Background: an optimization exercise with open tools, aiming at small area, a short achievable clock period and few clock cycles per item. Do not read the settings as production practice. At most, simulation tests tie the RTL to the original design; equivalence was not proved. Function not checked in run 4: the RTL went through the layout flow alone.

==> design/flow/design.v <==
module divide(clk, rst, new_inp, dvdend, len_a, dvsor, len_b, quotient, remainder, count_add, count_sub, done);
	input clk;
	input rst;
	input new_inp;
	input [31:0] dvdend, dvsor;
	input [4:0] len_a, len_b;
	output [31:0] quotient, remainder;
	output reg done;
	output [4:0] count_add, count_sub;
	reg [30:0] q;       
	reg [30:0] r;       
	reg z;              
	reg [30:0] e;       
	reg [4:0] m;        
	reg [4:0] ca;       
	reg [4:0] cs;       
	wire [5:0] sd = {1'b0, len_a} - {1'b0, len_b};
	wire bz = (dvsor[30:0] == 31'd0);
	wire lt = sd[5];
	wire [31:0] t = {1'b0, r} - {1'b0, e};
	wire qb = ~t[31];
	wire start = done & new_inp;
	assign quotient = {z, q};
	assign remainder = {z, r};
	assign count_add = ca + {4'd0, ~q[0]};
	assign count_sub = cs;
	always @(posedge clk) begin
		if (rst)
			done <= 1'b1;
		else if (start)
			done <= bz | lt;
		else if (!done)
			done <= (m == 5'd0);
	end
	always @(posedge clk) begin
		if (done) begin
			e <= dvsor[30:0] << sd[4:0];
			m <= sd[4:0];
		end else begin
			e <= e >> 1;
			m <= m - 5'd1;
		end
	end
	always @(posedge clk) begin
		if (start) begin
			r <= dvdend[30:0] | {31{bz}};
			q <= {31{bz}};
			z <= bz;
			ca <= bz ? 5'd0 : 5'd31;
			cs <= (bz | lt) ? 5'd0 : 5'd1;
		end else if (!done) begin
			if (qb)
				r <= t[30:0];
			q <= {q[29:0], qb};
			ca <= ca + {4'd0, ~q[0]};
			cs <= cs + {4'd0, q[0]};
		end
	end
endmodule
==> design/flow/run.sh <==
#!/bin/bash
# synth_recipe.tcl (not shown) runs the flow's synth.tcl, then flattens the netlist and writes it again
# the make line also repeats each setting of config.mk as NAME=value (left out here)
make -C /OpenROAD-flow-scripts/flow DESIGN_CONFIG=/design/flow/config.mk WORK_HOME=/design/flow/orfs CLKGATE_MAP_FILE= SYNTH_SCRIPT=/design/flow/synth_recipe.tcl finish
==> design/flow/config.mk <==
export PLATFORM = sky130hd
export DESIGN_NAME = divide
export DESIGN_NICKNAME = divide
export VERILOG_FILES = /design/flow/design.v
export SDC_FILE = /design/flow/constraint.sdc
export NUM_CORES = 4
export LEC_CHECK = 0
export ABC_AREA = 1
export CAP_MARGIN = 20
export CORE_MARGIN = 2
export CORE_UTILIZATION = 40
export SETUP_SLACK_MARGIN = 3.3
export SLEW_MARGIN = 20
==> design/flow/constraint.sdc <==
create_clock -name core_clock -period 6.0 [get_ports {clk}]
set_input_delay 1.2000 -clock core_clock [delete_from_list [all_inputs] [get_ports {clk}]]
set_output_delay 1.2000 -clock core_clock [all_outputs]
set_load 0.01 [all_outputs]
==> results of run 1 <==
-- through the flow --
step | setup slack [ns] | instances
2_1_floorplan | 3.17 | 1275
3_3_place_gp | 1.77 | 1655
3_5_place_dp | 1.73 | 1655
4_1_cts | 3.17 | 1720
5_1_grt | 3.11 | 1736
6_report | 3.17 | 1736
-- synthesized netlist by cell type, types with 2 or more instances --
cell type,number,area (um^2)
nand2_1,495,1860
inv_1,184,691
nand3_1,114,571
nor2_1,92,345
edfxtp_1,73,2190
o21ai_0,70,350
ha_1,42,526
dfxtp_1,37,741
a21oi_1,31,155
buf_2,21,105
xor2_1,20,175
clkbuf_1,17,63.8
o211ai_1,12,90.1
nand4_1,6,37.5
o21ai_1,6,30.0
o22a_1,6,52.6
o22ai_1,5,31.3
mux2i_1,4,40.0
nor3_1,4,20.0
or2_2,4,25.0
buf_4,3,22.5
buf_6,3,33.8
xnor2_1,3,26.3
buf_1,2,7.51
fa_1,2,40.0
inv_2,2,7.51
nor2_2,2,12.5
o21bai_1,2,15.0
-- path summary, 6_finish.rpt --
check,from,to,cells past startpoint
max,ca[0]$_DFFE_PP_,count_add[2],5
min,m[0]$_DFF_P_,m[0]$_DFF_P_,1
max reg2reg,r[8]$_DFFE_PP_,r[11]$_DFFE_PP_,9
min reg2reg,m[0]$_DFF_P_,m[0]$_DFF_P_,1
-- layer usage --
layer,global-route usage,share of wire,vias up
met2,0.422,0.49,258
met3,0.0316,0.045,51
met1,0.328,0.43,4107
met4,0.0833,0.031,0
li1,-,-,4421
met5,0,0,-
-- logic make-up after synthesis --
| family | count (synthesis) | share of synthesized area |
|---|---|---|
| DFF | 110 | 0.351 |
| muxes | 4 | 0.00479 |
| xor gates and xnor gates | 24 | 0.0260 |
| and+or+nand+nor | 721 | 0.346 |
| adders and majority gates | 44 | 0.0676 |
| buffers and inverters | 233 | 0.112 |
| AOI/OAI and AO/OA | 139 | 0.0930 |
-- layout make-up --
cell class                      count  area (um^2)
Multi-Input combinational cell    934         5440
Inverter                          187          757
Timing Repair Buffer              213         2340
Timing Repair inverter              6         55.1
Fill cell                        1893         8180
Clock buffer                        9          225
Sequential cell                   110         2940
Tap cell                          270          338
Clock inverter                      7         91.3
-- what timing repair did --
action	in CTS	in global routing
setup endpoints to repair	164	81
pin swaps	27	74
gates resized for setup	141	184
gates cloned	11	3
buffers inserted	38	13
-- flip-flops by register name, summed over array words and instances (netlist names) --
name,flops
cs,5
z,1
e,31
m,5
q,31
ca,5
r,31
done,1
-- critical path: stages (launching register included) --
cell and delay [ns]:
edfxtp_1 0.45, ha_4 0.21, ha_4 0.17, buf_4 0.14, xor2_2 0.14, buf_2 0.16
==> impl_metrics.env, run 1 <==
export IMPL_rrSetupSlack_ns=3.47
export IMPL_synth_area_um2=8370
export IMPL_initial_utilization=0.411
export IMPL_layout_nets=1582
export IMPL_syn_area_per_cell_um2=6.56
export IMPL_grt_pass1_wl_um=42400
export IMPL_globalplace_congestion=0.885
export IMPL_yosysSeqAreaShare=0.351
export IMPL_worst_slew_pin_slew_ns=0.803
export IMPL_ant_nets=0
export IMPL_antenna_found_initial=0
export IMPL_fin_area_um2=12200
export IMPL_grt_pass1_vias=8018
export IMPL_numClockSinks=110
export IMPL_status="finished clean"
export IMPL_final_cell_mix="nand2_1 (442), inv_1 (167), clkdlybuf4s50_1 (104)"
export IMPL_cts_tree="built"
export IMPL_die_h_um=149
export IMPL_drive_gt1_frac=0.193
export IMPL_fin_skew_ns=0.0158
export IMPL_cts_root_buf="clkbuf_16"
export IMPL_via_count=8837
export IMPL_syn2layout_area_growth_pct=45.6
export IMPL_first_pass_iters=5
export IMPL_via_per_inst=5.09
export IMPL_holdWs_ns=0.462
export IMPL_insertion_delay_ns=0.38
export IMPL_drc_errors=0
export IMPL_crit_required_ns=4.80
export IMPL_yosys_warnings=1
export IMPL_syn_inst=1275
export IMPL_finalCriticalPeriod_ns=2.83
export IMPL_synthArstFlopShare=0
export IMPL_h_tree_depth=3
export IMPL_timing_fmax_ghz=0.354
export IMPL_wire_per_inst_um=16.5
export IMPL_synth_edff_count=73
export IMPL_core_area_um2=20400
export IMPL_grt_ovfl_total=0
export IMPL_insertedDiodeCount=0
export IMPL_hold_buffers=0
export IMPL_ys_flop_type="edfxtp_1"
export IMPL_yosysUniqueCellTypes=41
export IMPL_worstSetupPathType="flop to output port"
export IMPL_setup_viol=0
export IMPL_synth_seq_cells=110
export IMPL_placementRows=52
export IMPL_final_core_util=0.598
export IMPL_hold_viol=0
export IMPL_die_area_um2=22100
export IMPL_clock_path_buffers=2
export IMPL_dp_hpwl_um=19600
export IMPL_cts_made_buffers=9
export IMPL_holdCritPathClass="flop to flop"
export IMPL_maxCapViolCount=0
export IMPL_routed_wl_um=28700
export IMPL_portBuffers=149
export IMPL_drv_slew=0
export IMPL_cp_arrival_ns=1.63
export IMPL_path_clk_slew_ns=0.09
export IMPL_layout_commonest_cell="nand2_1"
export IMPL_place_area_um2=10100
export IMPL_rsz0062_at_grt="yes"
export IMPL_post_route_period_util=0.471
export IMPL_syn_num_nets=1396
export IMPL_slew_limit_headroom=0.459
export IMPL_crit_path_end_kind="output port"
export IMPL_ios=152
export IMPL_tns_ns=0
export IMPL_crit_fanout=2
export IMPL_groute_usage_overall=0.248
export IMPL_die_x_um=149
export IMPL_grt_max_degree=56
export IMPL_drt_iter0_drc=567
export IMPL_start_kind="flop"
Testbench counts, summed over its fixed seeds: cycles 36,021, items 4,000.
==> run 2: changes to the inputs <==
--- a/design/flow/config.mk
+++ b/design/flow/config.mk
@@ -9,5 +9,5 @@
 export CAP_MARGIN = 20
 export CORE_MARGIN = 2
 export CORE_UTILIZATION = 40
-export SETUP_SLACK_MARGIN = 3.3
+export SETUP_SLACK_MARGIN = 3
 export SLEW_MARGIN = 20
==> run 2 against run 1 <==
Area after synthesis did not move. Still clean on timing, DRC and antenna. Highest routed layer unchanged. Non-clock buffer count fell by 26. Synthesized cell count did not move. Sequential share of layout area rose by 2.7 points. Largest cell class unchanged.
==> impl_metrics.env, run 2 <==
export IMPL_die_h_um=149
export IMPL_portBuffers=149
export IMPL_ant_nets=0
export IMPL_fin_skew_ns=0.0112
export IMPL_status="finished clean"
export IMPL_multi_input_area_um2=4720
export IMPL_h_tree_depth=3
export IMPL_start_kind="primary input"
export IMPL_yosysSeqAreaShare=0.351
export IMPL_synth_area_um2=8370
export IMPL_crit_fanout=9
export IMPL_ys_flop_type="edfxtp_1"
export IMPL_synth_xor_area_share=0.0260
export IMPL_synthSimpleGateAreaFrac=0.346
export IMPL_layout_setup_ws_ns=3.09
export IMPL_cts_tree="built"
export IMPL_rsz0062_at_grt="no"
export IMPL_syn_num_nets=1396
export IMPL_syn_area_per_cell_um2=6.56
export IMPL_groute_usage_overall=0.235
export IMPL_clock_path_buffers=2
export IMPL_ios=152
export IMPL_final_cell_mix="nand2_1 (478), inv_1 (177), clkdlybuf4s50_1 (139)"
export IMPL_globalplace_congestion=0.912
export IMPL_path_clk_slew_ns=0.08
export IMPL_maxCapViolCount=0
export IMPL_timing_fmax_ghz=0.344
export IMPL_place_area_um2=10000
export IMPL_drt_iter0_drc=681
export IMPL_antenna_found_initial=0
export IMPL_grt_ovfl_total=0
export IMPL_place_ws_ns=1.69
export IMPL_routed_wl_um=26000
export IMPL_core_area_um2=20400
export IMPL_cts_made_buffers=9
export IMPL_finalCriticalPeriod_ns=2.91
export IMPL_numClockSinks=110
export IMPL_layout_commonest_cell="nand2_1"
export IMPL_yosysUniqueCellTypes=41
export IMPL_post_route_period_util=0.484
export IMPL_grt_pass1_wl_um=40500
export IMPL_synthTopCellsByArea="edfxtp_1 (26%), nand2_1 (22%), dfxtp_1 (8.9%)"
export IMPL_via_per_inst=4.93
export IMPL_drc_errors=0
export IMPL_die_area_um2=22100
export IMPL_synth_seq_cells=110
export IMPL_initial_utilization=0.411
export IMPL_insertedDiodeCount=0
export IMPL_dp_hpwl_um=19600
export IMPL_synth_commonest_cells="nand2_1 (495), inv_1 (184), nand3_1 (114)"
export IMPL_yosys_warnings=1
export IMPL_synthArstFlopShare=0
export IMPL_drv_slew=0
export IMPL_holdCritPathClass="flop to flop"
export IMPL_drive_gt1_frac=0.0862
export IMPL_synth_top_area_frac=0.262
export IMPL_muxShareOfSynthArea=0.00479
export IMPL_synth_fa_ha_area_frac=0.0676
export IMPL_grt_max_degree=58
export IMPL_wire_per_inst_um=15.2
export IMPL_fillers=2058
export IMPL_setup_viol=0
export IMPL_synth_edff_count=73
export IMPL_grt_pass1_vias=7825
export IMPL_crit_path_end_kind="flop"
export IMPL_worst_slew_pin_slew_ns=0.646
export IMPL_tns_ns=0
export IMPL_synth_top_family_by_area="simple AND/OR/NAND/NOR gates"
export IMPL_via_count=8423
export IMPL_layout_nets=1554
export IMPL_hold_viol=0
export IMPL_slew_limit_headroom=0.570
export IMPL_yosysMostFrequentCell="nand2_1"
export IMPL_worstSetupPathType="primary input to flop"
export IMPL_syn_inst=1275
export IMPL_placementRows=52
export IMPL_hold_buffers=0
export IMPL_insertion_delay_ns=0.37
export IMPL_die_x_um=149
export IMPL_synth_compound_area_frac=0.0930
export IMPL_crit_required_ns=6.26
export IMPL_first_pass_iters=6
export IMPL_cp_arrival_ns=3.17
export IMPL_cts_root_buf="clkbuf_16"
export IMPL_syn2layout_area_growth_pct=31.0
export IMPL_fin_area_um2=11000
export IMPL_reg_top3="e: 31 flops, q: 31 flops, r: 31 flops"
export IMPL_seq_area_um2=2940
export IMPL_synth_area_leader_cell="edfxtp_1"
run 2: cell counts after synthesis:
No cell type changed its count.
run 2: per-stage QoR:
stage,utilization,cells,hold WS (ns)
final,0.538,1708,0.475
after detailed placement,0.493,1658,0.455
after global placement,0.493,1658,0.443
after global routing,0.538,1708,0.486
after CTS,0.526,1694,0.471
after floorplan,-,1275,0.427
run 2: final timing paths:
path                         end           start  cells after the start  slack [ns]
setup reg to reg  r[3]$_DFFE_PP_  r[8]$_DFFE_PP_                     10        3.36
hold reg to reg     m[0]$_DFF_P_    m[0]$_DFF_P_                      1        0.48
hold / removal      m[0]$_DFF_P_    m[0]$_DFF_P_                      1        0.48
setup / recovery   e[28]$_DFF_P_        len_a[2]                     11        3.09
run 2: area by class of cell:
| cell class | instances | share of cell area |
|---|---|---|
| Multi-Input combinational cell | 933 | 0.431 |
| Timing Repair inverter | 5 | 0.00343 |
| Clock inverter | 7 | 0.00742 |
| Sequential cell | 110 | 0.268 |
| Timing Repair Buffer | 187 | 0.173 |
| Inverter | 187 | 0.0659 |
| Tap cell | 270 | 0.0308 |
| Clock buffer | 9 | 0.0206 |
run 2: repair_timing:
item	in CTS	in global routing
setup buffers	14	12
pin swaps	21	21
gates resized for setup	72	37
endpoints found under the setup margin	90	97
cloned	6	2
run 2: metal layers:
metal  GRT usage  part of all wire  up-vias  routed length, um
li1            -                 -     4354                  -
met1       0.324              0.47     3788              12300
met2       0.386              0.47      250              12100
met3      0.0245             0.040       31               1030
met4      0.0752             0.021        0                558
met5           0                 0        -                  0
run 2: critical path: stages:
cell,delay (ns)
clkdlybuf4s50_1,0.51
ha_4,0.24
a21oi_2,0.15
nand2_1,0.07
nand2_1,0.10
nand2_2,0.08
buf_12,0.15
buf_12,0.13
or2_2,0.30
nand3_1,0.14
nand3_1,0.08
run 2: kinds of logic after synthesis:
logic type               count (synthesis)
AND/OR/NAND/NOR                        721
buffers and inverters                  233
AO/OA/AOI/OAI                          139
flip-flops                             110
adder cells (fa/ha/maj)                 44
XOR/XNOR                                24
multiplexers                             4
==> run 3: changes to the inputs <==
--- a/design/flow/design.v
+++ b/design/flow/design.v
@@ -6,14 +6,12 @@
 	input [4:0] len_a, len_b;
 	output [31:0] quotient, remainder;
 	output reg done;
-	output [4:0] count_add, count_sub;
+	output reg [4:0] count_add, count_sub;
 	reg [30:0] q;       
 	reg [30:0] r;       
 	reg z;              
 	reg [30:0] e;       
 	reg [4:0] m;        
-	reg [4:0] ca;       
-	reg [4:0] cs;       
 	wire [5:0] sd = {1'b0, len_a} - {1'b0, len_b};
 	wire bz = (dvsor[30:0] == 31'd0);
 	wire lt = sd[5];
@@ -22,8 +20,6 @@
 	wire start = done & new_inp;
 	assign quotient = {z, q};
 	assign remainder = {z, r};
-	assign count_add = ca + {4'd0, ~q[0]};
-	assign count_sub = cs;
 	always @(posedge clk) begin
 		if (rst)
 			done <= 1'b1;
@@ -46,14 +42,16 @@
 			r <= dvdend[30:0] | {31{bz}};
 			q <= {31{bz}};
 			z <= bz;
-			ca <= bz ? 5'd0 : 5'd31;
-			cs <= (bz | lt) ? 5'd0 : 5'd1;
+			count_add <= 5'd0;
+			count_sub <= (bz | lt) ? 5'd0 : 5'd1;
 		end else if (!done) begin
 			if (qb)
 				r <= t[30:0];
 			q <= {q[29:0], qb};
-			ca <= ca + {4'd0, ~q[0]};
-			cs <= cs + {4'd0, q[0]};
+			if (!qb)
+				count_add <= count_add + 5'd1;
+			else if (m != 5'd0)
+				count_sub <= count_sub + 5'd1;
 		end
 	end
 endmodule
==> design/flow/flow/run.sh (new file) <==
#!/bin/bash
# The standard layout (the standard.sh, all ORFS steps unchanged), except
# that the port buffers buffer_ports inserts are plain buffers (buf_1, sized
# up later by the repair steps when needed) instead of the delay cells it
# picks by default. Make's full output goes to flow.log.
set -euo pipefail
bash standard.sh finish "BUFFER_PORTS_ARGS=-buffer_cell sky130_fd_sc_hd__buf_1" > flow.log 2>&1
==> design/flow/standard.sh (new file) <==
#!/bin/bash
# synth_recipe.tcl (not shown) runs the flow's synth.tcl, then flattens the netlist and writes it again
# the make line also repeats each setting of config.mk as NAME=value (left out here)
make -C /OpenROAD-flow-scripts/flow DESIGN_CONFIG=/design/flow/config.mk WORK_HOME=/design/flow/orfs CLKGATE_MAP_FILE= SYNTH_SCRIPT=/design/flow/synth_recipe.tcl "${@:-finish}"
--- a/design/flow/config.mk
+++ b/design/flow/config.mk
@@ -9,5 +9,5 @@
 export CAP_MARGIN = 20
 export CORE_MARGIN = 2
 export CORE_UTILIZATION = 40
-export SETUP_SLACK_MARGIN = 3
+export SETUP_SLACK_MARGIN = 3.3
 export SLEW_MARGIN = 20
removed: design/flow/run.sh
==> run 3 against run 2 <==
Critical endpoint is now e[22]$_DFF_P_. Still clean. Via count rose by 1.4%. Sequential cell count did not move. Sequential share of layout area rose by 1.3 points.
==> impl_metrics.env, run 3 <==
export IMPL_final_core_util=0.491
export IMPL_h_tree_depth=3
export IMPL_synth_seq_cells=110
export IMPL_worstHoldEndpoint="e[15]$_DFF_P_"
export IMPL_die_h_um=149
export IMPL_die_area_um2=22300
export IMPL_hold_buffers=0
export IMPL_ys_flop_type="edfxtp_1"
export IMPL_rrSetupSlack_ns=3.39
export IMPL_reg2reg_to="r[12]$_DFFE_PP_"
export IMPL_crit_path_end_kind="flop"
export IMPL_tns_ns=0
export IMPL_ios=152
export IMPL_maxCapViolCount=0
export IMPL_placed_cells=1671
export IMPL_final_cell_mix="nand2_1 (468), inv_1 (186), buf_1 (148)"
export IMPL_numClockSinks=110
export IMPL_syn2layout_area_growth_pct=21.2
export IMPL_die_x_um=149
export IMPL_synth_area_leader_cell="edfxtp_1"
export IMPL_syn_area_per_cell_um2=6.55
export IMPL_layout_commonest_cell="nand2_1"
export IMPL_drv_slew=0
export IMPL_layout_setup_ws_ns=3.19
export IMPL_post_route_period_util=0.468
export IMPL_place_area_um2=9210
export IMPL_first_pass_iters=5
export IMPL_rsz0062_at_grt="yes"
export IMPL_start_kind="primary input"
export IMPL_yosysSeqAreaShare=0.341
export IMPL_antenna_found_initial=0
export IMPL_cts_made_buffers=9
export IMPL_place_ws_ns=2.28
export IMPL_setup_viol=0
export IMPL_holdPathStages=2
export IMPL_synthTopCellsByArea="edfxtp_1 (24%), nand2_1 (21%), dfxtp_1 (9.9%)"
export IMPL_worstSetupPathType="primary input to flop"
export IMPL_synth_commonest_cells="nand2_1 (479), inv_1 (190), nand3_1 (99)"
export IMPL_fin_area_um2=10200
export IMPL_yosys_warnings=1
export IMPL_core_area_um2=20900
export IMPL_portBuffers=149
export IMPL_syn_num_nets=1409
export IMPL_r2r_cells=10
export IMPL_hold_viol=0
export IMPL_status="finished clean"
export IMPL_groute_usage_overall=0.225
export IMPL_final_cell_count_no_fill=1718
export IMPL_routed_wl_um=25700
export IMPL_drc_errors=0
export IMPL_cp_arrival_ns=3.04
export IMPL_dp_hpwl_um=18700
export IMPL_holdCritPathClass="flop to flop"
export IMPL_drt_iter0_drc=581
export IMPL_insertion_delay_ns=0.37
export IMPL_min_delay_start="e[16]$_DFF_P_"
export IMPL_fin_skew_ns=0.0133
export IMPL_drive_gt1_frac=0.0922
export IMPL_yosysMostFrequentCell="nand2_1"
export IMPL_path_clk_slew_ns=0.09
export IMPL_grt_max_degree=70
export IMPL_grt_ovfl_total=0
export IMPL_synth_edff_count=68
export IMPL_insertedDiodeCount=0
export IMPL_globalplace_congestion=0.913
export IMPL_yosysUniqueCellTypes=47
export IMPL_finalCriticalPeriod_ns=2.81
export IMPL_grt_pass1_wl_um=39200
export IMPL_via_count=8539
export IMPL_holdWs_ns=0.456
export IMPL_r2r_start="r[24]$_DFFE_PP_"
export IMPL_reg_top3="e: 31 flops, q: 31 flops, r: 31 flops"
export IMPL_cts_tree="built"
export IMPL_grt_pass1_vias=7637
export IMPL_placementRows=53
export IMPL_synth_top_area_frac=0.241
export IMPL_syn_inst=1290
export IMPL_synthArstFlopShare=0
export IMPL_initial_utilization=0.405
export IMPL_cts_root_buf="clkbuf_16"
export IMPL_timing_fmax_ghz=0.356
export IMPL_slew_limit_headroom=0.496
export IMPL_clock_path_buffers=2
export IMPL_worst_slew_pin_slew_ns=0.756
export IMPL_ant_nets=0
export IMPL_crit_fanout=6
export IMPL_wire_per_inst_um=15.0
export IMPL_layout_nets=1557
export IMPL_via_per_inst=4.97
export IMPL_synth_area_um2=8460
export IMPL_crit_required_ns=6.23
-- run 3: layout make-up --
class,instances,area [um^2]
Tap cell,275,344
Clock inverter,7,80.1
Sequential cell,110,2880
Fill cell,2214,10600
Multi-Input combinational cell,940,4930
Clock buffer,9,225
Inverter,194,773
Timing Repair Buffer,183,1010
-- run 3: worst max-delay path by stage --
stage	startpoint	endpoint	slack (ns)	cells past startpoint
after global placement	len_a[0]	e[14]$_DFF_P_	2.26	11
final	len_a[0]	e[22]$_DFF_P_	3.19	13
after global routing	len_a[0]	e[13]$_DFF_P_	3.13	14
after detailed placement	len_a[0]	e[14]$_DFF_P_	2.28	12
after floorplan	len_a[0]	e[22]$_DFF_P_	3.18	11
after CTS	done$_SDFF_PP1_	count_sub[1]$_SDFFCE_PP0P_	3.17	8
-- run 3: cell families (layout without fill, tap and decap cells) --
group,Yosys count,in the layout,share of synthesized area
AOI/OAI and AO/OA,170,170,0.110
xor gates and xnor gates,18,18,0.0204
adders and majority gates,42,42,0.0639
buffers and inverters,243,393,0.116
DFF,110,110,0.341
muxes,3,3,0.00355
and+or+nand+nor,704,707,0.344
-- run 3: critical path: stages --
cell	delay, ns
buf_8	0.11
inv_12	0.04
ha_4	0.11
inv_2	0.04
fa_2	0.55
buf_12	0.14
buf_12	0.12
mux2i_4	0.25
nand2_1	0.09
o21ai_2	0.08
nand2_1	0.07
nand3_1	0.11
nand3_1	0.12
-- run 3: repair_timing --
| action | CTS | global route |
|---|---|---|
| pin swaps | 18 | 8 |
| cloned | 4 | 1 |
| gates resized for setup | 54 | 34 |
| buffers inserted | 13 | 12 |
| hold endpoints to repair | 0 | 0 |
| endpoints found under the setup margin | 63 | 68 |
-- run 3: metal layers --
| metal | vias to the layer above | wire length (um) | GRT usage |
|---|---|---|---|
| met1 | 3842 | 11800 | 0.305 |
| met4 | 0 | 472 | 0.0671 |
| met5 | - | 0 | 0 |
| met3 | 33 | 1160 | 0.0196 |
| li1 | 4421 | - | - |
| met2 | 243 | 12300 | 0.381 |
Testbench counts of run 3, summed over its fixed seeds: cycles 36,021, items 4,000.
==> run 4: changes to the inputs <==
==> design/flow/design.v (replaced) <==
module divide(clk, rst, new_inp, dvdend, len_a, dvsor, len_b, quotient, remainder, count_add, count_sub, done);
	input clk;
	input rst;
	input new_inp;
	input [31:0] dvdend, dvsor;
	input [4:0] len_a, len_b;
	output [31:0] quotient, remainder;
	output reg done;
	output [4:0] count_add, count_sub;
	reg [30:0] q;       
	reg [30:0] r;       
	reg z;              
	reg [30:0] h;       
	reg [3:0] m;        
	reg [4:0] ca;       
	reg [4:0] cs;       
	wire [5:0] sd = {1'b0, len_a} - {1'b0, len_b};
	wire bz = (dvsor[30:0] == 31'd0);
	wire lt = sd[5];
	wire [31:0] t1 = {1'b0, r} - {1'b0, h};
	wire [32:0] t2 = {2'b00, r} - {1'b0, h, 1'b0};
	wire [33:0] xa = {3'b000, r};
	wire [33:0] xb = ~{3'b000, h};
	wire [33:0] xc = ~{2'b00, h, 1'b0};
	wire [33:0] cs_s = xa ^ xb ^ xc;
	wire [33:0] cs_c = {(xa[32:0] & xb[32:0]) | (xa[32:0] & xc[32:0]) | (xb[32:0] & xc[32:0]), 1'b1};
	wire [33:0] t3 = cs_s + cs_c + 34'd1;
	wire c1 = ~t1[31];
	wire c2 = ~t2[32];
	wire c3 = ~t3[33];
	wire d1 = c2;
	wire d0 = c3 | (c1 & ~c2);
	wire [30:0] rn = c3 ? t3[30:0] : c2 ? t2[30:0] : c1 ? t1[30:0] : r;
	wire start = done & new_inp;
	assign quotient = {z, q};
	assign remainder = {z, r};
	assign count_add = ca + {4'd0, ~q[1]} + {4'd0, ~q[0]};
	assign count_sub = cs + {4'd0, q[1]};
	always @(posedge clk) begin
		if (rst)
			done <= 1'b1;
		else if (start)
			done <= bz | lt;
		else if (!done)
			done <= (m == 4'd0);
	end
	always @(posedge clk) begin
		if (done) begin
			h <= dvsor[30:0] << {sd[4:1], 1'b0};
			m <= sd[4:1];
		end else begin
			h <= h >> 2;
			m <= m - 4'd1;
		end
	end
	always @(posedge clk) begin
		if (start) begin
			r <= dvdend[30:0] | {31{bz}};
			q <= {31{bz}};
			z <= bz;
			ca <= bz ? 5'd0 : (lt | sd[0]) ? 5'd30 : 5'd29;
			cs <= bz ? 5'd31 : lt ? 5'd0 : 5'd1;
		end else if (!done) begin
			r <= rn;
			q <= {q[28:0], d1, d0};
			ca <= ca + {4'd0, ~q[1]} + {4'd0, ~q[0]};
			cs <= cs + {4'd0, q[1]} + {4'd0, q[0]};
		end
	end
endmodule
==> design/flow/run.sh (new file) <==
#!/bin/bash
# synth_recipe.tcl (not shown) runs the flow's synth.tcl, then flattens the netlist and writes it again
# the make line also repeats each setting of config.mk as NAME=value (left out here)
make -C /OpenROAD-flow-scripts/flow DESIGN_CONFIG=/design/flow/config.mk WORK_HOME=/design/flow/orfs CLKGATE_MAP_FILE= SYNTH_SCRIPT=/design/flow/synth_recipe.tcl finish
--- a/design/flow/config.mk
+++ b/design/flow/config.mk
@@ -9,5 +9,5 @@
 export CAP_MARGIN = 20
 export CORE_MARGIN = 2
 export CORE_UTILIZATION = 40
-export SETUP_SLACK_MARGIN = 3.3
+export SETUP_SLACK_MARGIN = 3
 export SLEW_MARGIN = 20
removed: design/flow/flow/run.sh
removed: design/flow/standard.sh
==> run 4 against run 3 <==
Sequential share of layout area is 13 points lower. Largest cell class unchanged. Critical path type is now flop to flop. Still clean. Area after synthesis is 62% higher. Via count is 84% higher.
==> impl_metrics.env, run 4 <==
export IMPL_status="finished clean"
export IMPL_synth_commonest_cells="nand2_1 (814), inv_1 (412), nand3_1 (166)"
export IMPL_drv_slew=0
export IMPL_clock_path_buffers=2
export IMPL_syn2layout_area_growth_pct=37.9
export IMPL_portBuffers=149
export IMPL_synthTopCellsByArea="nand2_1 (22%), edfxtp_1 (16%), inv_1 (11%)"
export IMPL_die_area_um2=35800
export IMPL_holdWs_ns=0.485
export IMPL_holdPathStages=1
export IMPL_core_area_um2=33700
export IMPL_dp_hpwl_um=42000
export IMPL_groute_usage_overall=0.318
export IMPL_synthArstFlopShare=0
export IMPL_yosysSeqAreaShare=0.212
export IMPL_rsz0062_at_grt="yes"
export IMPL_grt_ovfl_total=0
export IMPL_cts_tree="built"
export IMPL_path_clk_slew_ns=0.09
export IMPL_die_x_um=189
export IMPL_die_h_um=189
export IMPL_crit_path_end_kind="flop"
export IMPL_layout_commonest_cell="nand2_1"
export IMPL_drt_iter0_drc=1473
export IMPL_syn_num_nets=2464
export IMPL_fillers=3290
export IMPL_routed_wl_um=58700
export IMPL_first_pass_iters=6
export IMPL_wire_per_inst_um=19.8
export IMPL_ys_flop_type="edfxtp_1"
export IMPL_numClockSinks=109
export IMPL_hold_viol=0
export IMPL_crit_required_ns=6.14
export IMPL_ios=152
export IMPL_min_delay_start="m[0]$_DFF_P_"
export IMPL_start_kind="flop"
export IMPL_globalplace_congestion=0.982
export IMPL_synth_top_area_frac=0.222
export IMPL_insertion_delay_ns=0.38
export IMPL_final_cell_mix="nand2_1 (788), inv_1 (370), nand3_1 (147)"
export IMPL_worstSetupPathType="flop to flop"
export IMPL_via_per_inst=5.31
export IMPL_setup_viol=0
export IMPL_grt_pass1_wl_um=85800
export IMPL_rrSetupSlack_ns=2.79
export IMPL_slew_limit_headroom=0.644
export IMPL_worstHoldEndpoint="m[0]$_DFF_P_"
export IMPL_fin_skew_ns=0.0172
export IMPL_yosys_warnings=1
export IMPL_cp_arrival_ns=3.35
export IMPL_synth_edff_count=73
export IMPL_r2r_start="h[17]$_DFF_P_"
export IMPL_crit_fanout=6
export IMPL_antenna_found_initial=1
export IMPL_via_count=15745
export IMPL_post_route_period_util=0.536
export IMPL_grt_pass1_vias=14630
export IMPL_initial_utilization=0.408
export IMPL_yosysMostFrequentCell="nand2_1"
export IMPL_layout_nets=2726
export IMPL_drc_errors=0
export IMPL_layout_setup_ws_ns=2.79
export IMPL_hold_buffers=0
export IMPL_ant_nets=0
export IMPL_synth_area_leader_cell="nand2_1"
export IMPL_h_tree_depth=3
export IMPL_finalCriticalPeriod_ns=3.21
export IMPL_reg_top3="h: 31 flops, q: 31 flops, r: 31 flops"
export IMPL_yosysUniqueCellTypes=50
export IMPL_drive_gt1_frac=0.180
export IMPL_holdCritPathClass="flop to flop"
export IMPL_synth_seq_cells=109
export IMPL_cts_root_buf="clkbuf_16"
export IMPL_tns_ns=0
export IMPL_syn_area_per_cell_um2=6.11
export IMPL_syn_inst=2250
export IMPL_synth_area_um2=13700
export IMPL_worst_slew_pin_slew_ns=0.534
export IMPL_placementRows=67
export IMPL_grt_max_degree=45
export IMPL_reg2reg_to="r[11]$_DFFE_PP_"
export IMPL_cts_made_buffers=9
export IMPL_timing_fmax_ghz=0.311
export IMPL_final_core_util=0.562
export IMPL_place_ws_ns=1.79
export IMPL_maxCapViolCount=0
export IMPL_r2r_cells=16
[run 4: cell types whose count changed after synthesis, sizes merged, moves of 8 or more]
| cell | before | now |
|---|---|---|
| nand3 | 102 | 170 |
| xor2 | 14 | 39 |
| o221ai | 0 | 13 |
| fa | 2 | 35 |
| o22ai | 5 | 17 |
| and2 | 1 | 11 |
| a21oi | 34 | 122 |
| nor2 | 83 | 163 |
| o21ai | 108 | 65 |
| nor4 | 1 | 9 |
| nor3 | 8 | 18 |
| nand2 | 484 | 829 |
| ha | 40 | 102 |
| inv | 193 | 420 |
[run 4: logic make-up (layout without fill, tap and decap cells)]
family	Yosys count	after routing	share of synthesized area
DFF	109	109	0.212
xor gates and xnor gates	48	48	0.0306
adders and majority gates	137	137	0.144
other	0	1	0
and+or+nand+nor	1231	1231	0.371
muxes	4	4	0.00291
buffers and inverters	473	740	0.134
AOI/OAI and AO/OA	248	248	0.106
[run 4: metrics by stage]
stage | area (um^2) | instances
final | 18900 | 2966
after global routing | 18900 | 2966
after CTS | 18100 | 2937
after detailed placement | 15700 | 2810
after global placement | 15700 | 2809
after floorplan | 13800 | 2250
[run 4: worst max-delay path, cell delays in order, from the launching register on]
cell and delay [ns]:
dfxtp_2 0.34, clkinvlp_4 0.21, fa_1 0.59, ha_4 0.23
nand2_1 0.09, nand2_1 0.09, nand2_1 0.08, nand2_2 0.06
a21oi_2 0.15, nor2_1 0.07, nor2_2 0.21, nand2_8 0.11
buf_12 0.16, buf_8 0.13, buf_16 0.15, a21oi_4 0.23
a21oi_2 0.09
[run 4: timing repair]
action	CTS	global route
buffers inserted	98	22
cloned	13	6
gates resized for setup	284	131
endpoints found under the setup margin	142	114
pin swaps	62	43
[run 4: area by class of cell]
class	count	area (um^2)	area share
Antenna cell	1	2.50	0.000132
Sequential cell	109	2930	0.155
Timing Repair inverter	4	67.6	0.00357
Tap cell	448	561	0.0296
Timing Repair Buffer	296	3120	0.164
Multi-Input combinational cell	1668	10200	0.539
Clock inverter	7	81.3	0.00429
Inverter	424	1740	0.0921
Clock buffer	9	225	0.0119
[run 4: worst max path at each step]
stage	startpoint	end	slack, ns	cells past startpoint
after CTS	h[14]$_DFF_P_	r[19]$_DFFE_PP_	2.84	16
after global placement	len_a[0]	h[26]$_DFF_P_	1.79	12
after detailed placement	len_b[0]	h[26]$_DFF_P_	1.79	11
final	h[17]$_DFF_P_	r[11]$_DFFE_PP_	2.79	16
after global routing	h[29]$_SDFF_PN0_	r[11]$_DFFE_PP_	2.66	14
after floorplan	r[1]$_DFFE_PP_	r[10]$_DFFE_PP_	2.79	16
[run 4: metal layers]
metal	track usage	up-vias	wire length, um
li1	-	7639	-
met1	0.445	7351	25600
met2	0.495	659	25400
met3	0.0541	96	5300
met4	0.111	0	2380
met5	0	-	0
==> run 5: changes to the inputs <==
==> design/flow/design.v (replaced) <==
module divide(clk, rst, new_inp, dvdend, len_a, dvsor, len_b, quotient, remainder, count_add, count_sub, done);
	input clk;
	input rst;
	input new_inp;
	input [31:0] dvdend, dvsor;
	input [4:0] len_a, len_b;
	output [31:0] quotient, remainder;
	output reg done;
	output reg [4:0] count_add, count_sub;
	reg [30:0] q;       
	reg [30:0] r;       
	reg z;              
	reg [30:0] e;       
	reg [4:0] m;        
	wire [5:0] sd = {1'b0, len_a} - {1'b0, len_b};
	wire bz = (dvsor[30:0] == 31'd0);
	wire lt = sd[5];
	wire [31:0] t = {1'b0, r} - {1'b0, e};
	wire qb = ~t[31];
	wire start = done & new_inp;
	assign quotient = {z, q};
	assign remainder = {z, r};
	always @(posedge clk) begin
		if (rst)
			done <= 1'b1;
		else if (start)
			done <= bz | lt;
		else if (!done)
			done <= (m == 5'd0);
	end
	always @(posedge clk) begin
		if (done) begin
			e <= dvsor[30:0] << sd[4:0];
			m <= sd[4:0];
		end else begin
			e <= e >> 1;
			m <= m - 5'd1;
		end
	end
	always @(posedge clk) begin
		if (start) begin
			r <= dvdend[30:0] | {31{bz}};
			q <= {31{bz}};
			z <= bz;
			count_add <= 5'd0;
			count_sub <= (bz | lt) ? 5'd0 : 5'd1;
		end else if (!done) begin
			if (qb)
				r <= t[30:0];
			q <= {q[29:0], qb};
			if (!qb)
				count_add <= count_add + 5'd1;
			else if (m != 5'd0)
				count_sub <= count_sub + 5'd1;
		end
	end
endmodule
==> design/flow/flow/run.sh (new file) <==
#!/bin/bash
# The standard layout (standard.sh: ORFS synthesis and every layout step
# unchanged) with two library choices added to config.mk:
#  - full and half adder cells are not used, so Yosys leaves adders to abc
#    as plain gates (faster than the fa/ha cells);
#  - buffer_ports inserts plain buf_1 port buffers (sized up later by the
#    repair steps where needed) instead of the delay cells it picks by default.
# Make's full output, with every tool's, goes to flow.log; ORFS also keeps
# each step's log under orfs/logs.
set -euo pipefail
cat >> config.mk <<'EOC'
export DONT_USE_CELLS = sky130_fd_sc_hd__fa_1 sky130_fd_sc_hd__fa_2 sky130_fd_sc_hd__fa_4 sky130_fd_sc_hd__ha_1 sky130_fd_sc_hd__ha_2 sky130_fd_sc_hd__ha_4
export BUFFER_PORTS_ARGS = -buffer_cell sky130_fd_sc_hd__buf_1
EOC
bash standard.sh finish > flow.log 2>&1
==> design/flow/standard.sh (new file) <==
#!/bin/bash
# synth_recipe.tcl (not shown) runs the flow's synth.tcl, then flattens the netlist and writes it again
# the make line also repeats each setting of config.mk as NAME=value (left out here)
make -C /OpenROAD-flow-scripts/flow DESIGN_CONFIG=/design/flow/config.mk WORK_HOME=/design/flow/orfs CLKGATE_MAP_FILE= SYNTH_SCRIPT=/design/flow/synth_recipe.tcl "${@:-finish}"
--- a/design/flow/config.mk
+++ b/design/flow/config.mk
@@ -9,5 +9,7 @@
 export CAP_MARGIN = 20
 export CORE_MARGIN = 2
 export CORE_UTILIZATION = 40
-export SETUP_SLACK_MARGIN = 3
+export SETUP_SLACK_MARGIN = 3.5
 export SLEW_MARGIN = 20
+export DONT_USE_CELLS = sky130_fd_sc_hd__fa_1 sky130_fd_sc_hd__fa_2 sky130_fd_sc_hd__fa_4 sky130_fd_sc_hd__ha_1 sky130_fd_sc_hd__ha_2 sky130_fd_sc_hd__ha_4
+export BUFFER_PORTS_ARGS = -buffer_cell sky130_fd_sc_hd__buf_1
removed: design/flow/run.sh
==> run 5 against run 4 <==
Still clean on timing, DRC and antenna. Die area decreased by 37%. Worst hold slack got worse by 0.025 ns. Critical path depth decreased by 2. First-iteration DRC count decreased by 49%. Area after synthesis decreased by 38%. Critical path type is now primary input to flop. Largest cell class unchanged.
==> impl_metrics.env, run 5 <==
export IMPL_fillers=2261
export IMPL_cts_root_buf="clkbuf_16"
export IMPL_ios=152
export IMPL_reg2reg_to="r[14]$_DFFE_PP_"
export IMPL_cts_made_buffers=9
export IMPL_synth_top_area_frac=0.264
export IMPL_fin_skew_ns=0.0109
export IMPL_tns_ns=0
export IMPL_r2r_start="r[6]$_DFFE_PP_"
export IMPL_synth_area_um2=8510
export IMPL_yosys_warnings=1
export IMPL_synth_seq_cells=110
export IMPL_grt_max_degree=80
export IMPL_insertion_delay_ns=0.37
export IMPL_antenna_found_initial=0
export IMPL_min_delay_start="e[28]$_DFF_P_"
export IMPL_path_clk_slew_ns=0.08
export IMPL_hold_buffers=0
export IMPL_yosysUniqueCellTypes=39
export IMPL_routed_wl_um=27400
export IMPL_grt_pass1_vias=8067
export IMPL_syn_num_nets=1491
export IMPL_yosysMostFrequentCell="nand2_1"
export IMPL_synth_edff_count=68
export IMPL_first_pass_iters=5
export IMPL_crit_required_ns=6.25
export IMPL_grt_pass1_wl_um=41000
export IMPL_synth_area_leader_cell="nand2_1"
export IMPL_numClockSinks=110
export IMPL_final_cell_mix="nand2_1 (573), inv_1 (202), buf_1 (144)"
export IMPL_worstSetupPathType="primary input to flop"
export IMPL_grt_ovfl_total=0
export IMPL_via_per_inst=5.01
export IMPL_post_route_period_util=0.411
export IMPL_die_x_um=150
export IMPL_yosysSeqAreaShare=0.339
export IMPL_setup_viol=0
export IMPL_via_count=9319
export IMPL_synthTopCellsByArea="nand2_1 (26%), edfxtp_1 (24%), dfxtp_1 (9.9%)"
export IMPL_hold_viol=0
export IMPL_ant_nets=0
export IMPL_groute_usage_overall=0.233
export IMPL_crit_start="len_a[0]"
export IMPL_layout_commonest_cell="nand2_1"
export IMPL_drc_errors=0
export IMPL_endpoint="e[24]$_DFF_P_"
export IMPL_synthArstFlopShare=0
export IMPL_status="finished clean"
export IMPL_cp_arrival_ns=2.71
export IMPL_layout_nets=1657
export IMPL_core_area_um2=21000
export IMPL_rrSetupSlack_ns=3.64
export IMPL_syn_inst=1414
export IMPL_drv_slew=0
export IMPL_die_h_um=150
export IMPL_h_tree_depth=3
export IMPL_die_area_um2=22500
export IMPL_globalplace_congestion=0.934
export IMPL_r2r_cells=15
export IMPL_reg_top3="e: 31 flops, q: 31 flops, r: 31 flops"
export IMPL_holdCritPathClass="flop to flop"
export IMPL_cts_tree="built"
export IMPL_dp_hpwl_um=19800
export IMPL_slew_limit_headroom=0.477
export IMPL_placementRows=53
export IMPL_timing_fmax_ghz=0.406
export IMPL_synth_commonest_cells="nand2_1 (598), inv_1 (208), nand3_1 (120)"
export IMPL_start_kind="primary input"
export IMPL_portBuffers=149
export IMPL_crit_path_end_kind="flop"
export IMPL_syn_area_per_cell_um2=6.02
export IMPL_maxCapViolCount=0
export IMPL_worst_slew_pin_slew_ns=0.781
export IMPL_finalCriticalPeriod_ns=2.47
export IMPL_insertedDiodeCount=0
export IMPL_crit_fanout=25
export IMPL_ys_flop_type="edfxtp_1"
export IMPL_final_core_util=0.503
export IMPL_syn2layout_area_growth_pct=23.8
export IMPL_rsz0062_at_grt="yes"
export IMPL_drt_iter0_drc=758
export IMPL_drive_gt1_frac=0.124
export IMPL_clock_path_buffers=2
export IMPL_initial_utilization=0.406
export IMPL_wire_per_inst_um=14.7
## run 5: worst min path at each step
stage,to,slack [ns],cells past startpoint
floorplan,e[27]$_DFF_P_,0.43,2
finish,e[27]$_DFF_P_,0.46,2
CTS,e[27]$_DFF_P_,0.46,2
detailed placement,e[27]$_DFF_P_,0.45,2
global route,e[27]$_DFF_P_,0.49,2
global placement,e[27]$_DFF_P_,0.44,2
## run 5: routing by layer
| layer | vias up | track usage | routed length (um) |
|---|---|---|---|
| met5 | - | 0 | 0 |
| li1 | 4803 | - | - |
| met3 | 30 | 0.0326 | 1630 |
| met4 | 0 | 0.0561 | 426 |
| met1 | 4228 | 0.328 | 13000 |
| met2 | 258 | 0.378 | 12300 |
## run 5: worst max-delay path, cell delays in order
cell and delay, ns:
buf_4 0.13, inv_2 0.06, nand2_4 0.07, nand3_4 0.12, nand2_2 0.09, nand2_4 0.12
nand3_1 0.09, nand2_2 0.14, buf_12 0.17, inv_8 0.08, nand2_1 0.09, nand3_1 0.13
nand3_1 0.14, nand2_1 0.07
## run 5: cell type report
class                      instances  area [um^2]  area share
timing repair buffer             196         1140       0.108
clock buffer                       9          225      0.0214
timing repair inverter             4         25.0     0.00237
tap                              275          344      0.0326
clock inverter                     7         58.8     0.00558
multi-input combinational       1043         5020       0.476
inverter                         216          847      0.0803
sequential                       110         2880       0.273
## run 5: kinds of logic (layout without fill, tap and decap cells)
logic type / Yosys count / after routing / synth area share
AO/OA/AOI/OAI: 171 / 171 / 0.112
XOR/XNOR: 3 / 3 / 0.00529
buffers and inverters: 265 / 432 / 0.126
flip-flops: 110 / 110 / 0.339
multiplexers: 1 / 1 / 0.00118
AND/OR/NAND/NOR: 864 / 868 / 0.417
## run 5: metrics by stage
stage               instance area (um^2)  setup slack [ns]  hold WS (ns)  cells
finish                             10500              3.53         0.459   1860
global route                       10500              3.44         0.494   1860
CTS                                 9890              3.46         0.458   1829
detailed placement                  9250              2.49         0.446   1797
global placement                    9230              2.50         0.440   1796
floorplan                           8530              3.55         0.426   1414
## run 5: timing repair
action	in CTS	in global routing
hold endpoints to repair	0	0
gates cloned	7	7
endpoints found under the setup margin	122	113
resized for setup	40	104
setup buffers	9	24
pin swaps	5	26
Testbench counts of run 5, summed over its fixed seeds: cycles 36,021, items 4,000.

==> what the ideal ports hide <==
How much do the figures lean on ideal ports? The routed layouts below were timed once more, with nothing changed but the port constraints.
Step 1 sets driving cells, clkbuf_16 on the clock port and buf_2 on the other inputs (assumed; they add their load-dependent delay and slew).
Step 2 moves the port delays by t, midway between the first and last clock arrival at a register: inputs arrive t later, outputs are due t later. That takes back most of the time a late clock gives input paths.
a / b / c = ideal / step 1 / step 2; a / b = the first two.
run | shift t [ns] | slack for setup (ns) | worst hold slack (ns) | clock arrival spread, ns | pins driven straight from the clock port
run 1 | 0.414 | 3.172 / 3.127 / 2.816 | 0.462 / 0.462 / 0.462 | 0.017 / 0.017 | 1
run 2 | 0.410 | 3.094 / 3.081 / 2.704 | 0.475 / 0.475 / 0.475 | 0.013 / 0.012 | 1
run 3 | 0.413 | 3.191 / 3.192 / 2.779 | 0.456 / 0.456 / 0.456 | 0.017 / 0.016 | 1
run 4 | 0.421 | 2.786 / 2.786 / 2.590 | 0.485 / 0.485 / 0.485 | 0.017 / 0.017 | 1
run 5 | 0.401 | 3.534 / 3.546 / 3.144 | 0.459 / 0.459 / 0.459 | 0.010 / 0.011 | 1
After both steps every run listed still meets setup and hold. The setup slack of run 3, which loses most, moves by +0.001 ns with the drivers and by -0.412 ns with both steps.
